Context: an optimization exercise on an open-source flow, tuned for small area, a short achievable clock period and few clock cycles. The choices shown serve that exercise and are no tape-out recipe.
Where RTL was checked, it was by simulation tests only, not by an equivalence proof against the original.

==> 07-09: inputs <==
## SHA1_hash
module SHA1_hash (
	clk,
	nreset,
	start_hash,
	message_addr,
	message_size,
	hash,
	done,
	port_A_data_out,
	port_A_addr
	);
Settings: LEC_CHECK=0, CAP_MARGIN=50, CORE_MARGIN=2, CORE_UTILIZATION=40, CTS_CLUSTER_DIAMETER=100, CTS_CLUSTER_SIZE=30, SETUP_SLACK_MARGIN=5, SLEW_MARGIN=50; clock period 8.0 ns.
run.sh (not shown) runs the stock make flow with config.mk's settings and CLKGATE_MAP_FILE= SYNTH_SCRIPT=/design/flow/synth_recipe.tcl, a recipe that flattens the netlist after the stock synthesis.
==> 05-06: changes against 07-09 <==
==> flow/design.v (replaced) <==
module SHA1_hash (
	clk,
	nreset,
	start_hash,
	message_addr,
	message_size,
	hash,
	done,
	port_A_data_out,
	port_A_addr
	);
input		clk;
input		nreset;
input		start_hash;
input	[31:0]	message_addr;
input	[31:0]	message_size;
output	[159:0]	hash;
output		done;
input	[31:0]	port_A_data_out;
output	[15:0]	port_A_addr;
localparam [31:0] IV0 = 32'h67452301;
localparam [31:0] IV1 = 32'hEFCDAB89;
localparam [31:0] IV2 = 32'h98BADCFE;
localparam [31:0] IV3 = 32'h10325476;
localparam [31:0] IV4 = 32'hC3D2E1F0;
reg		done;
reg		busy;
reg	[6:0]	tc;		 
reg		init;		 
reg		first;		 
reg		last;		 
reg		pad_done;	 
reg		pad14;		 
reg	[13:0]	dw;		 
reg	[13:0]	waddr;		 
reg	[31:0]	a, bq, cq, q, r;
reg	[31:0]	h0, h1, h2, h3, h4;
reg	[31:0]	w [0:15];
assign port_A_addr = {waddr, 2'b00};
assign hash = {h0, h1, h2, h3, h4};
wire	tc_wrap   = (tc == 7'd82);
wire	rd_word   = (tc >= 7'd79) || (tc <= 7'd11);	 
wire	cap_word  = (tc >= 7'd80) || (tc <= 7'd12);	 
wire	ring_add  = (tc >= 7'd76) && (tc <= 7'd80);
wire	ring_rot  = ring_add || (tc >= 7'd81) || (tc <= 7'd2);
wire	inj_b     = (tc >= 7'd79) && (tc <= 7'd81);
wire	inj_a     = (tc >= 7'd81);
wire	[31:0]	mem_be = {port_A_data_out[7:0], port_A_data_out[15:8],
			  port_A_data_out[23:16], port_A_data_out[31:24]};
wire		dw_zero = (dw == 14'd0);
wire		part  = !pad_done && dw_zero;	 
wire		full  = !pad_done && !dw_zero;
wire		lenw  = (tc == 7'd12) && pad14;	 
wire	[1:0]	rb = message_size[1:0];
wire	[3:0]	keep = full ? 4'b1111 :
		       part ? (rb == 2'd0 ? 4'b0000 : rb == 2'd1 ? 4'b1000 :
			       rb == 2'd2 ? 4'b1100 : 4'b1110) : 4'b0000;
wire	[3:0]	p80  = part ? (rb == 2'd0 ? 4'b1000 : rb == 2'd1 ? 4'b0100 :
			       rb == 2'd2 ? 4'b0010 : 4'b0001) : 4'b0000;
wire	[31:0]	kmask = {{8{keep[3]}}, {8{keep[2]}}, {8{keep[1]}}, {8{keep[0]}}};
wire	[31:0]	pbits = {p80[3], 7'd0, p80[2], 7'd0, p80[1], 7'd0, p80[0], 7'd0} |
			(lenw ? {13'd0, message_size[15:0], 3'd0} : 32'd0);
wire	[31:0]	wmem  = (mem_be & kmask) | pbits;
wire	[31:0]	wx    = w[13] ^ w[8] ^ w[2] ^ w[0];
wire	[31:0]	wnew  = cap_word ? wmem : {wx[30:0], wx[31]};
wire	[31:0]	kc = (tc <= 7'd17 || tc >= 7'd81) ? 32'h5A827999 :
		     (tc <= 7'd37) ? 32'h6ED9EBA1 :
		     (tc <= 7'd57) ? 32'h8F1BBCDC : 32'hCA62C1D6;
wire	f_ch  = (tc <= 7'd18) || (tc >= 7'd82);
wire	f_maj = (tc >= 7'd39) && (tc <= 7'd58);
wire	[31:0]	fb = a, fc = bq, fd = cq;
wire	[31:0]	fv = f_ch  ? ((fb & fc) | (~fb & fd)) :
		     f_maj ? ((fb & fc) | (fb & fd) | (fc & fd)) : (fb ^ fc ^ fd);
wire	[31:0]	r_next = cq + kc + w[15];
wire	[31:0]	q_next = fv + r;
wire	[31:0]	a_round = {a[26:0], a[31:27]} + q;
wire	[31:0]	x_ring = (tc == 7'd79 || tc == 7'd80) ? a :
			 ring_add ? {a[1:0], a[31:2]} : 32'd0;
wire	[31:0]	iv_t = (tc == 7'd76) ? IV4 : (tc == 7'd77) ? IV3 :
		       (tc == 7'd78) ? IV2 : (tc == 7'd79) ? IV1 : IV0;
wire	[31:0]	h_in = (first && ring_add) ? iv_t : h4;
wire	[31:0]	h_sum = h_in + x_ring;
wire	[31:0]	tap_b = init ? ((tc == 7'd79) ? IV4 : (tc == 7'd80) ? IV3 : IV2) : h2;
wire	[31:0]	tap_a = init ? ((tc == 7'd81) ? IV1 : IV0) : h1;
integer i;
always @(posedge clk) begin
	for (i = 0; i < 15; i = i + 1)
		w[i] <= w[i+1];
	w[15] <= wnew;
	r  <= r_next;
	q  <= q_next;
	a  <= inj_a ? tap_a : a_round;
	bq <= inj_b ? tap_b : {a[1:0], a[31:2]};
	cq <= bq;
	if (busy && ring_rot) begin
		h0 <= h_sum;
		h1 <= h0;
		h2 <= h1;
		h3 <= h2;
		h4 <= h3;
	end
end
always @(posedge clk or negedge nreset) begin
	if (!nreset) begin
		busy <= 1'b0;
		done <= 1'b0;
	end else if (!busy) begin
		if (start_hash) begin
			busy <= 1'b1;
			done <= 1'b0;
		end
	end else if (tc == 7'd80 && last && !init) begin
		busy <= 1'b0;
		done <= 1'b1;
	end
end
always @(posedge clk) begin
	if (!busy) begin
		if (start_hash) begin
			tc <= 7'd79;
			init <= 1'b1;
			first <= 1'b1;
			pad_done <= 1'b0;
			dw <= message_size[15:2];
			waddr <= message_addr[15:2];
		end
	end else begin
		tc <= tc_wrap ? 7'd0 : tc + 7'd1;
		if (tc_wrap) begin
			if (init)
				init <= 1'b0;
			else
				first <= 1'b0;
		end
		if (rd_word)
			waddr <= waddr + 14'd1;
		if (cap_word) begin
			dw <= dw - 14'd1;
			if (part)
				pad_done <= 1'b1;
		end
		if (tc == 7'd11)
			pad14 <= pad_done;
		if (tc == 7'd12)
			last <= pad14;
	end
end
endmodule
- CTS_CLUSTER_DIAMETER: 100 -> not set
- CTS_CLUSTER_SIZE: 30 -> not set
- SETUP_SLACK_MARGIN: 5 -> not set
==> summary of the runs <==
05-06 completed without violations. 07-09 passed the timing, DRC and antenna checks. Against 05-06, the register-to-register slack of 07-09 is higher by 1900 ps. Against 05-06, the sequential cell count of 07-09 is higher by 22. Of 05-06 and 07-09, 07-09 has the higher clock skew (gap 3.3 ps). Between 05-06 and 07-09, the lower cell count is in 05-06 (gap 3.5%, measured against 07-09). In 05-06 the die area is smaller than in 07-09, by about 0.43%.
==> figures <==
Number of register bits inferred by synthesis: 07-09 896; 05-06 874
Number of sinks driven by the clock tree: 07-09 896; 05-06 874
Result of the run: 07-09 finished clean; 05-06 finished clean
Pre-CTS setup slack: 07-09 3970 ps; 05-06 2410 ps
Number of antenna violations at the first check in global routing: 07-09 0; 05-06 1
Number of nets in the layout: 07-09 3568; 05-06 3367
Area fraction in compound gates after synthesis: 07-09 0.124; 05-06 0.134
Sequential fraction of total cell area: 07-09 0.481; 05-06 0.494
Die area: 07-09 84500 um^2; 05-06 84100 um^2
Count of plain and timing-repair buffers in the layout: 07-09 499; 05-06 259
Fill cell total of the finished layout: 07-09 7225; 05-06 7140
Starting density of the core: 07-09 0.402; 05-06 0.405
Testbench counts of 07-09, summed over its fixed seeds: cycles 51,526.
Testbench counts of 05-06, summed over its fixed seeds: cycles 51,953.

* * *

==> trial 7 <==
Starting RTL as in the previous note.
Design SHA1_hash, start of the top module:
module SHA1_hash (
	clk,
	nreset,
	start_hash,
	message_addr,
	message_size,
	hash,
	done,
	port_A_data_out,
	port_A_addr
	);
input		clk;
input		nreset;
input		start_hash;
input	[31:0]	message_addr;
input	[31:0]	message_size;
output	[159:0]	hash;
output		done;
input	[31:0]	port_A_data_out;
output	[15:0]	port_A_addr;
localparam [31:0] IV0 = 32'h67452301;
localparam [31:0] IV1 = 32'hEFCDAB89;
localparam [31:0] IV2 = 32'h98BADCFE;
localparam [31:0] IV3 = 32'h10325476;
localparam [31:0] IV4 = 32'hC3D2E1F0;
reg		done;
reg		busy;
reg	[6:0]	tc;		 
reg		init;		 
reg		first;		 
reg		last;		 
reg		pad_done;	 
reg	[13:0]	dw;		 
reg	[13:0]	waddr;		 
reg	[31:0]	a, bq, cq, q, r;
reg	[31:0]	h0, h1, h2, h3, h4;
reg	[31:0]	w [0:15];
reg		rd_r, cap_r, lenw_r;
reg		dwz_r;		 
reg		f_ch_r, f_maj_r;
reg	[1:0]	k_r;
reg	[4:0]	st_r;		 
reg		rot_r;		 
reg		xrot_r, xun_r;	 
reg	[4:0]	hiv_r;		 
reg		injb_r, inja_r;
reg	[2:0]	ivb_r;		 
reg	[1:0]	iva_r;		 
function [31:0] add32;
	input [31:0] x, y;
	reg [31:0] g, p, p0;
	integer l, j;
	begin
		g = x & y;
		p = x ^ y;
		p0 = p;
		for (l = 1; l < 32; l = l * 2)
  ...
clock: 8.0 ns
lec_check: 0
cap_margin: 50
core_margin: 2
core_utilization: 40
cts_buf_list: sky130_fd_sc_hd__clkbuf_8
cts_cluster_diameter: 60
cts_cluster_size: 20
setup_slack_margin: 5
slew_margin: 50
==> trial 15 (differences from trial 7) <==
--- a/flow/design.v
+++ b/flow/design.v
@@ -53,14 +53,15 @@
 	begin
 		g = x & y;
 		p = x ^ y;
 		p0 = p;
 		for (l = 1; l < 32; l = l * 2)
-			for (j = 31; j >= l; j = j - 1) begin
-				g[j] = g[j] | (p[j] & g[j-l]);
-				p[j] = p[j] & p[j-l];
-			end
+			for (j = 0; j < 32; j = j + 1)
+				if (j & l) begin
+					g[j] = g[j] | (p[j] & g[(j & ~(2*l-1)) + l - 1]);
+					p[j] = p[j] & p[(j & ~(2*l-1)) + l - 1];
+				end
 		add32 = p0 ^ {g[30:0], 1'b0};
 	end
 endfunction
 assign port_A_addr = {waddr, 2'b00};
 assign hash = {h0, h1, h2, h3, h4};
==> flow/flow/run.sh (new file) <==
#!/bin/bash
# Layout flow: the standard ORFS layout (standard.sh), unchanged except
# that the ports are buffered with sky130_fd_sc_hd__buf_1 cells (the repair
# steps may still resize them) instead of the buffer the flow picks itself.
# Each step's full output goes to a log file in the work folder.
set -euo pipefail
export BUFFER_PORTS_ARGS="-buffer_cell sky130_fd_sc_hd__buf_1"
bash standard.sh synth > synth.log 2>&1
bash standard.sh finish > layout.log 2>&1
test -f out/final.def
==> flow/standard.sh (new file) <==
#!/bin/bash
# synth_recipe.tcl (not shown) runs the flow's synth.tcl, then flattens the netlist and writes it again
# the make line also repeats each setting of config.mk as NAME=value (left out here)
make -C /OpenROAD-flow-scripts/flow DESIGN_CONFIG=/design/flow/config.mk WORK_HOME=/design/flow/orfs CLKGATE_MAP_FILE= SYNTH_SCRIPT=/design/flow/synth_recipe.tcl "${@:-finish}"
CTS_CLUSTER_DIAMETER = 50   (was 60)
CTS_CLUSTER_SIZE = 14   (was 20)
PLACE_DENSITY = 0.75   (was default)
removed: flow/run.sh
==> trial 35 (differences from trial 7) <==
==> flow/design.v, changed modules only <==
module SHA1_hash (
	clk,
	nreset,
	start_hash,
	message_addr,
	message_size,
	hash,
	done,
	port_A_data_out,
	port_A_addr
	);
input		clk;
input		nreset;
input		start_hash;
input	[31:0]	message_addr;
input	[31:0]	message_size;
output	[159:0]	hash;
output		done;
input	[31:0]	port_A_data_out;
output	[15:0]	port_A_addr;
localparam [31:0] IV0 = 32'h67452301;
localparam [31:0] IV1 = 32'hEFCDAB89;
localparam [31:0] IV2 = 32'h98BADCFE;
localparam [31:0] IV3 = 32'h10325476;
localparam [31:0] IV4 = 32'hC3D2E1F0;
reg		done;
reg		busy;
reg	[6:0]	tc;		 
reg		init;		 
reg		first;		 
reg		last;		 
reg		pad_done;	 
reg	[13:0]	dw;		 
reg	[13:0]	waddr;		 
reg	[31:0]	a, bq, cq, q, r;
reg	[31:0]	h0, h1, h2, h3, h4;
reg	[31:0]	w [0:15];
reg		rd_r, cap_r, lenw_r;
reg		dwz_r;		 
reg		f_ch_r, f_maj_r;
reg	[1:0]	k_r;
reg	[4:0]	st_r;		 
reg		rot_r;		 
reg		xrot_r, xun_r;	 
reg	[4:0]	hiv_r;		 
reg		injb_r, inja_r;
reg	[2:0]	ivb_r;		 
reg	[1:0]	iva_r;		 
assign port_A_addr = {waddr, 2'b00};
assign hash = {h0, h1, h2, h3, h4};
wire	[6:0]	tcn = start_hash ? 7'd78 : (tc == 7'd81) ? 7'd0 : tc + 7'd1;
wire		initn = start_hash ? 1'b1 : (tc == 7'd81) ? 1'b0 : init;
wire		firstn = start_hash ? 1'b1 : (tc == 7'd81 && !init) ? 1'b0 : first;
always @(posedge clk) begin
	tc      <= tcn;
	init    <= initn;
	first   <= firstn;
	rd_r    <= (tcn >= 7'd78) || (tcn <= 7'd11);
	cap_r   <= (tcn >= 7'd79) || (tcn <= 7'd12);
	f_ch_r  <= (tcn <= 7'd18) || (tcn >= 7'd81);
	f_maj_r <= (tcn >= 7'd39) && (tcn <= 7'd58);
	k_r     <= (tcn <= 7'd17 || tcn >= 7'd80) ? 2'd0 :
		   (tcn <= 7'd37) ? 2'd1 : (tcn <= 7'd57) ? 2'd2 : 2'd3;
	st_r    <= {tcn == 7'd80, tcn == 7'd79, tcn == 7'd78, tcn == 7'd77, tcn == 7'd76};
	rot_r   <= (tcn >= 7'd76) || (tcn <= 7'd3);
	xrot_r  <= (tcn >= 7'd76) && (tcn <= 7'd78);
	xun_r   <= (tcn == 7'd79) || (tcn == 7'd80);
	hiv_r   <= firstn ? {tcn == 7'd80, tcn == 7'd79, tcn == 7'd78, tcn == 7'd77, tcn == 7'd76} : 5'd0;
	injb_r  <= (tcn >= 7'd78) && (tcn <= 7'd80);
	inja_r  <= (tcn >= 7'd80);
	ivb_r   <= initn ? {tcn == 7'd78, tcn == 7'd79, tcn == 7'd80} : 3'd0;
	iva_r   <= initn ? {tcn == 7'd80, tcn == 7'd81} : 2'd0;
end
wire	[31:0]	mem_be = {port_A_data_out[7:0], port_A_data_out[15:8],
			  port_A_data_out[23:16], port_A_data_out[31:24]};
wire		part  = !pad_done && dwz_r;	 
wire		full  = !pad_done && !dwz_r;
wire	[1:0]	rb = message_size[1:0];
wire	[3:0]	keep = full ? 4'b1111 :
		       part ? (rb == 2'd0 ? 4'b0000 : rb == 2'd1 ? 4'b1000 :
			       rb == 2'd2 ? 4'b1100 : 4'b1110) : 4'b0000;
wire	[3:0]	p80  = part ? (rb == 2'd0 ? 4'b1000 : rb == 2'd1 ? 4'b0100 :
			       rb == 2'd2 ? 4'b0010 : 4'b0001) : 4'b0000;
wire	[31:0]	kmask = {{8{keep[3]}}, {8{keep[2]}}, {8{keep[1]}}, {8{keep[0]}}};
wire	[31:0]	pbits = {p80[3], 7'd0, p80[2], 7'd0, p80[1], 7'd0, p80[0], 7'd0} |
			(lenw_r ? {13'd0, message_size[15:0], 3'd0} : 32'd0);
wire	[31:0]	wmem  = (mem_be & kmask) | pbits;
wire	[31:0]	wx    = w[13] ^ w[8] ^ w[2] ^ w[0];
wire	[31:0]	wnew  = cap_r ? wmem : {wx[30:0], wx[31]};
wire	[13:0]	dw_dec = dw - 14'd1;
wire	[13:0]	dwn = start_hash ? message_size[15:2] : cap_r ? dw_dec : dw;
always @(posedge clk) begin
	dw <= dwn;
	dwz_r <= (dwn == 14'd0);
	waddr <= start_hash ? message_addr[15:2] : rd_r ? waddr + 14'd1 : waddr;
	if (start_hash)
		pad_done <= 1'b0;
	else if (cap_r && part)
		pad_done <= 1'b1;
	lenw_r <= (tcn == 7'd12) && pad_done;
	if (start_hash)
		last <= 1'b0;
	else if (lenw_r)
		last <= 1'b1;
end
wire	[31:0]	kc = (k_r == 2'd0) ? 32'h5A827999 : (k_r == 2'd1) ? 32'h6ED9EBA1 :
		     (k_r == 2'd2) ? 32'h8F1BBCDC : 32'hCA62C1D6;
wire	[31:0]	fb = a, fc = bq, fd = cq;
wire	[31:0]	fv = f_ch_r  ? ((fb & fc) | (~fb & fd)) :
		     f_maj_r ? ((fb & fc) | (fb & fd) | (fc & fd)) : (fb ^ fc ^ fd);
wire	[31:0]	r_next = cq + kc + w[15];
wire	[31:0]	q_next = fv + r;
wire	[31:0]	a_round = {a[26:0], a[31:27]} + q;
wire	[31:0]	x_ring = ({32{xun_r}} & a) | ({32{xrot_r}} & {a[1:0], a[31:2]});
wire	[31:0]	h_in = hiv_r[0] ? IV4 : hiv_r[1] ? IV3 : hiv_r[2] ? IV2 :
		       hiv_r[3] ? IV1 : hiv_r[4] ? IV0 : h4;
wire	[31:0]	h_sum = h_in + x_ring;
wire	[31:0]	tap_b = ivb_r[2] ? IV4 : ivb_r[1] ? IV3 : ivb_r[0] ? IV2 : h1;
wire	[31:0]	tap_a = iva_r[1] ? IV1 : iva_r[0] ? IV0 : h0;
integer i;
always @(posedge clk) begin
	for (i = 0; i < 15; i = i + 1)
		w[i] <= w[i+1];
	w[15] <= wnew;
	r  <= r_next;
	q  <= q_next;
	a  <= inja_r ? tap_a : a_round;
	bq <= injb_r ? tap_b : {a[1:0], a[31:2]};
	cq <= bq;
	if (busy && rot_r) begin
		h0 <= h_sum;
		h1 <= h0;
		h2 <= h1;
		h3 <= h2;
		h4 <= h3;
	end
end
always @(posedge clk or negedge nreset) begin
	if (!nreset) begin
		busy <= 1'b0;
		done <= 1'b0;
	end else if (!busy) begin
		if (start_hash) begin
			busy <= 1'b1;
			done <= 1'b0;
		end
	end else if (st_r[4] && last && !init) begin
		busy <= 1'b0;
		done <= 1'b1;
	end
end
endmodule
CTS_BUF_LIST = default   (was sky130_fd_sc_hd__clkbuf_8)
CTS_CLUSTER_DIAMETER = default   (was 60)
CTS_CLUSTER_SIZE = default   (was 20)
SETUP_SLACK_MARGIN = default   (was 5)
==> summary of the runs <==
First-iteration DRC count: trial 7 > trial 15 > trial 35.
Sequential share of layout area, highest first: trial 15, trial 35, trial 7.
Hold slack: trial 7 < trial 35 < trial 15.
Of trial 7 and trial 35, trial 35 has the higher clock-buffer cell count (gap 54).
Trial 7 completed without violations. Trial 15 produced a clean layout. Trial 35 completed without violations.
Synthesized area, highest first: trial 7, trial 35, trial 15.
==> figures <==
Status: trial 15 complete, no violations; trial 7 complete, no violations; trial 35 complete, no violations
Number of cell instances on the worst register-to-register path: trial 15 17; trial 7 14; trial 35 15
Rows: trial 15 102; trial 7 105; trial 35 104
Final non-clock buffer share: trial 15 0.0508; trial 7 0.0959; trial 35 0.0640
Post-Synth Adder-Cell Area: trial 15 0.106; trial 7 0.0933; trial 35 0.0941
Critical Path Start: trial 15 a[0]; trial 7 a[1]; trial 35 k_r[0]
Tap cell count: trial 15 1040; trial 7 1070; trial 35 1060
Placed standard-cell area: trial 15 0.0336 mm^2; trial 7 0.0367 mm^2; trial 35 0.0363 mm^2
Clock insertion delay at the later pin of the skew report: trial 15 0.69 ns; trial 7 0.73 ns; trial 35 0.65 ns
Final RePlAce weighted congestion: trial 15 0.918; trial 7 0.904; trial 35 0.925
Final HPWL DP: trial 15 50600 um; trial 7 60200 um; trial 35 59100 um
Max transition margin: trial 15 0.513; trial 7 0.557; trial 35 0.538
M2 GR Usage: trial 15 0.286; trial 7 0.336; trial 35 0.305
Post-synthesis share of cell area spent on xor and xnor gates: trial 15 0.0591; trial 7 0.0664; trial 35 0.0642
Clock buffer count from CTS: trial 15 81; trial 7 73; trial 35 91
Sequential cell area fraction in the yosys report: trial 15 0.629; trial 7 0.599; trial 35 0.602
Testbench counts of trial 7, summed over its fixed seeds: cycles 51,526.
Testbench counts of trial 15, summed over its fixed seeds: cycles 51,526.
Function not checked in trial 35: the RTL went through the layout flow alone.

-- re-timing with driven ports --
In the flow no input, the clock included, has a driving cell. The finished layouts below were timed again as built, in two steps.
Step 1: set_driving_cell puts a clkbuf_16 on clk and a buf_2 on each other input, an assumption about the parent block.
Step 2, shift: input delay + t, output delay - t, t = (earliest + latest rising clock arrival at the registers) / 2. This alone moves slack from input paths to output paths.
a / b / c = no drivers / after step 1 / after step 2; a / b = the first two.
run | shift t [ns] | setup slack, ns | clock arrival spread, ns | worst register clock-pin slew, ns
07-09 | 0.672 | 4.293 / 4.293 / 4.293 | 0.061 / 0.061 | 0.12 / 0.12
05-06 | 0.708 | 2.384 / 2.384 / 2.384 | 0.035 / 0.035 | 0.07 / 0.07
trial 7 | 0.761 | 4.302 / 4.302 / 4.302 | 0.059 / 0.058 | 0.12 / 0.12
trial 15 | 0.724 | 4.429 / 4.429 / 4.399 | 0.038 / 0.037 | 0.10 / 0.10
trial 35 | 0.698 | 3.256 / 3.256 / 3.256 | 0.023 / 0.024 | 0.06 / 0.06
After both steps setup and hold are still met in every run listed. The setup slack of trial 15, which loses most, moves by 0.000 ns with the drivers and by -0.030 ns with both steps.
